From an optimization exercise on the open Yosys and OpenROAD flow, aimed at small area; shortcuts taken in it are not production practice. In this exercise RTL edits were held to simulation tests only and were not proved equivalent to the original. Power figures rest on the tool's default switching activity, not on a simulated workload.

==> flow/design.v (excerpt) <==
module ddr4_access_top (
      input  wire         pr_logic_clk_clk,
      input  wire         iopll_locked,
      input  wire         pr_logic_mm_waitrequest,
      input  wire [511:0] pr_logic_mm_readdata,
      input  wire         pr_logic_mm_readdatavalid,
      output reg  [4:0]   pr_logic_mm_burstcount,
      output reg  [511:0] pr_logic_mm_writedata,
      output reg  [30:0]  pr_logic_mm_address,
      output reg          pr_logic_mm_write,
      output reg          pr_logic_mm_read,
      output reg  [63:0]  pr_logic_mm_byteenable,
      output reg          pr_logic_mm_debugaccess,
      input  wire         local_cal_success,
      input  wire         local_cal_fail,
      output wire         ddr4a_global_reset,
      output reg          pr_logic_reset,
      output reg          pr_logic_cra_waitrequest,
      output wire [31:0]  pr_logic_cra_readdata,
      output wire         pr_logic_cra_readdatavalid,
      input  wire [0:0]   pr_logic_cra_burstcount,
      input  wire [31:0]  pr_logic_cra_writedata,
      input  wire [13:0]  pr_logic_cra_address,
      input  wire         pr_logic_cra_write,
      input  wire         pr_logic_cra_read,
      input  wire [3:0]   pr_logic_cra_byteenable,
      input  wire         pr_logic_cra_debugaccess,
      input  wire         pr_logic_reset_reset_n
   );
Size: ~520 flip-flops, ~1200 I/O pins, ~0.027 mm² of cells after synthesis.
Settings: LEC_CHECK=0, CAP_MARGIN=20, CORE_AREA=10 10 290 290, DIE_AREA=0 0 300 300, PLACE_DENSITY=0.75, SLEW_MARGIN=20; clock period 5.0 ns.
standard.sh (not shown) runs the stock make flow with config.mk's settings and CLKGATE_MAP_FILE= SYNTH_SCRIPT=/design/flow/synth_recipe.tcl, a recipe that flattens the netlist after the stock synthesis.
==> flow/flow/run.sh <==
#!/bin/bash
# The standard ORFS layout (standard.sh), with these changes:
# - the smallest buffer (buf_1) on every input and output port;
# - pins on met2 and met4 at the top and bottom edges (met3 at the sides);
# - one tie cell per constant instead of one per constant output;
# - a clock tree of small buffers without dummy loads.
set -euo pipefail
export CTS_ARGS="-sink_clustering_enable -repair_clock_nets -dont_use_dummy_load -buf_list sky130_fd_sc_hd__clkbuf_8 -sink_clustering_size 15 -sink_clustering_max_diameter 50"
bash standard.sh "BUFFER_PORTS_ARGS=-buffer_cell sky130_fd_sc_hd__buf_1" "IO_PLACER_V=met2 met4" "SKIP_REPAIR_TIE_FANOUT=1" finish > flow_make.log 2>&1
Edit:
--- a/flow/design.v
+++ b/flow/design.v
@@ -49,24 +49,34 @@
    reg         cs_q, cf_q, iop_q;
    reg  [1:0]  err_q;
    reg  [31:0] rdata;
    reg         rvalid;
    reg         sw_reset;
    wire        pass, fail;
    wire        ddr_access_completed;
    reg         clear_start_operation;
    reg  [1:0]  pr_op_err;
    wire        addr_ok = ~|pr_logic_cra_address[13:5];
    wire [2:0]  ra      = pr_logic_cra_address[4:2];
    wire        wr_ok   = pr_logic_cra_write & addr_ok;
+   function automatic [31:0] inc32(input [31:0] x, input ci);
+      reg [32:0] c;
+      integer i;
+      begin
+         c[0] = ci;
+         for (i = 0; i < 32; i = i + 1)
+            c[i+1] = c[i] & x[i];
+         inc32 = x ^ c[31:0];
+      end
+   endfunction
    function automatic [31:0] merge(input [31:0] old, input [31:0] wd, input [3:0] be);
       merge = { be[3] ? wd[31:24] : old[31:24],
                 be[2] ? wd[23:16] : old[23:16],
                 be[1] ? wd[15:8]  : old[15:8],
                 be[0] ? wd[7:0]   : old[7:0] };
    endfunction
    always @(posedge clk or negedge rst_n) begin
       if (!rst_n) begin
          first <= 1'b1;
          r1 <= 32'h0;
          r2 <= 32'h0;
          r4 <= 32'hcab4_beef;
@@ -89,25 +99,25 @@
          rvalid <= pr_logic_cra_read;
          sw_reset <= r1[3];
       end
    end
    always @(posedge clk) begin
       cs_q   <= cal_success;
       cf_q   <= cal_fail;
       iop_q  <= iopll_locked;
       err_q  <= pr_op_err;
       pass_d <= pass;
       sw_d   <= sw_reset;
       if (first || sw_d) cnt_q <= 32'h0;
-      else               cnt_q <= cnt_q + {31'h0, pass_d};
+      else               cnt_q <= inc32(cnt_q, pass_d);
    end
    wire [7:0] sel;
    genvar gs;
    generate
       for (gs = 0; gs < 8; gs = gs + 1) begin : g_sel
          assign sel[gs] = addr_ok && (ra == gs);
       end
    endgenerate
    wire sel0_live = sel[0] & ~first;
    wire sel0_rst  = sel[0] & first;
    wire sel3_live = sel[3] & ~first;
    wire sel3_rst  = sel[3] & first;
@@ -152,25 +162,25 @@
    assign max_retry_cal_reached = recal_counter[1];
    wire rst_blk_busy = ~rst_counter[7] | gr;
    assign ddr4a_global_reset = gr;
    always @(posedge clk or negedge rst_n) begin
       if (!rst_n) begin
          recal_counter <= 2'b0;
          rst_counter <= 8'b0;
          gr_q <= 1'b0; gr <= 1'b0; emif_reset_q <= 1'b0; emif_sw_reset <= 1'b0;
       end else begin
          if (sw_reset || reset_recal_counter) recal_counter <= 2'b0;
          else if (start_recalibration)        recal_counter <= {recal_counter[0], ~recal_counter[0]};
          if (start_recalibration || emif_sw_reset) rst_counter <= 8'b0;
-         else if (!rst_counter[7])                 rst_counter <= rst_counter + 8'd1;
+         else                                      rst_counter <= inc32({24'h0, rst_counter}, ~rst_counter[7]);
          gr_q <= ~rst_counter[7];
          gr   <= gr_q;
          emif_reset_q  <= emif_reset;
          emif_sw_reset <= emif_reset & ~emif_reset_q;
       end
    end
    localparam [2:0] M_IDLE = 3'd0, M_CAL = 3'd1, M_WAIT = 3'd2, M_RETRY = 3'd3, M_DDR = 3'd4;
    reg [2:0] m_state, m_next;
    reg       start_traffic_generator;
    always @(*) begin
       m_next = M_IDLE;
       case (m_state)
@@ -251,25 +261,25 @@
          t_state <= T_IDLE;
          completed_q <= 1'b0;
          start_traffic_generator_q <= 1'b0;
       end else begin
          t_state <= t_next;
          completed_q <= !first && (t_next == T_IDLE) && at_final && |target_address;
          start_traffic_generator_q <= start_traffic_generator;
       end
    end
    always @(posedge clk) begin
       if (sw_reset || first)  target_address <= 31'b0;
       else if (!start_ddr_wr_rd) target_address <= initial_addr;
-      else if (pass || fail)  target_address <= target_address + 31'd1;
+      else                    target_address <= inc32({1'b0, target_address}, pass | fail);
    end
    always @(posedge clk) initial_addr <= mem_addr[30:0];
    always @(posedge clk) begin
       if (pass || (start_traffic_generator && !start_traffic_generator_q))
          target_seed <= lfsr;
    end
    function automatic [511:0] expand(input [31:0] r);
       expand = {
          ~{r[31:10]},~{r[9:0],r[31:22]},~{r[21:0]},
          ~{r[31:10]},~{r[9:0],r[31:22]}, {r[21:0]},
          ~{r[31:10]}, {r[9:0],r[31:22]},~{r[21:0]},
          ~{r[31:10]}, {r[9:0],r[31:22]}, {r[21:0]},
=> With this change the flow ran to the end with violations: negative setup slack; die area stays the same; worst setup slack degrades by 1.8 ns; wire length grows by 1.9%; register-to-register slack degrades by 2.2 ns; design area grows by 2.1%; total power shrinks by 1.5%; synthesized cell count shrinks by 4.0%; combinational power shrinks by 8.6%; core utilization grows by 0.79 points; clock skew barely changes.

==> what the ideal ports hide <==
In the flow no input, the clock included, has a driving cell. The finished layouts below were timed again as built, in two steps.
Step 1 sets driving cells, clkbuf_16 on the clock port and buf_2 on the other inputs (assumed; they add their load-dependent delay and slew).
Step 2 also shifts input and output timing later by t, the mid clock arrival at the registers, as if the neighbouring blocks saw the same clock.
Slacks: no drivers / after step 1 / after step 2; pairs: no drivers / after step 1.
run | shift t [ns] | setup WS [ns] | worst register clock-pin slew, ns
the first run | 0.640 | 1.188 / 1.139 / 0.742 | 0.11 / 0.11
the second run | 0.633 | -0.587 / -0.587 / -0.587 | 0.10 / 0.10
For the first run, which loses most, drivers alone change the setup slack by -0.049 ns; drivers and shift together by -0.446 ns.
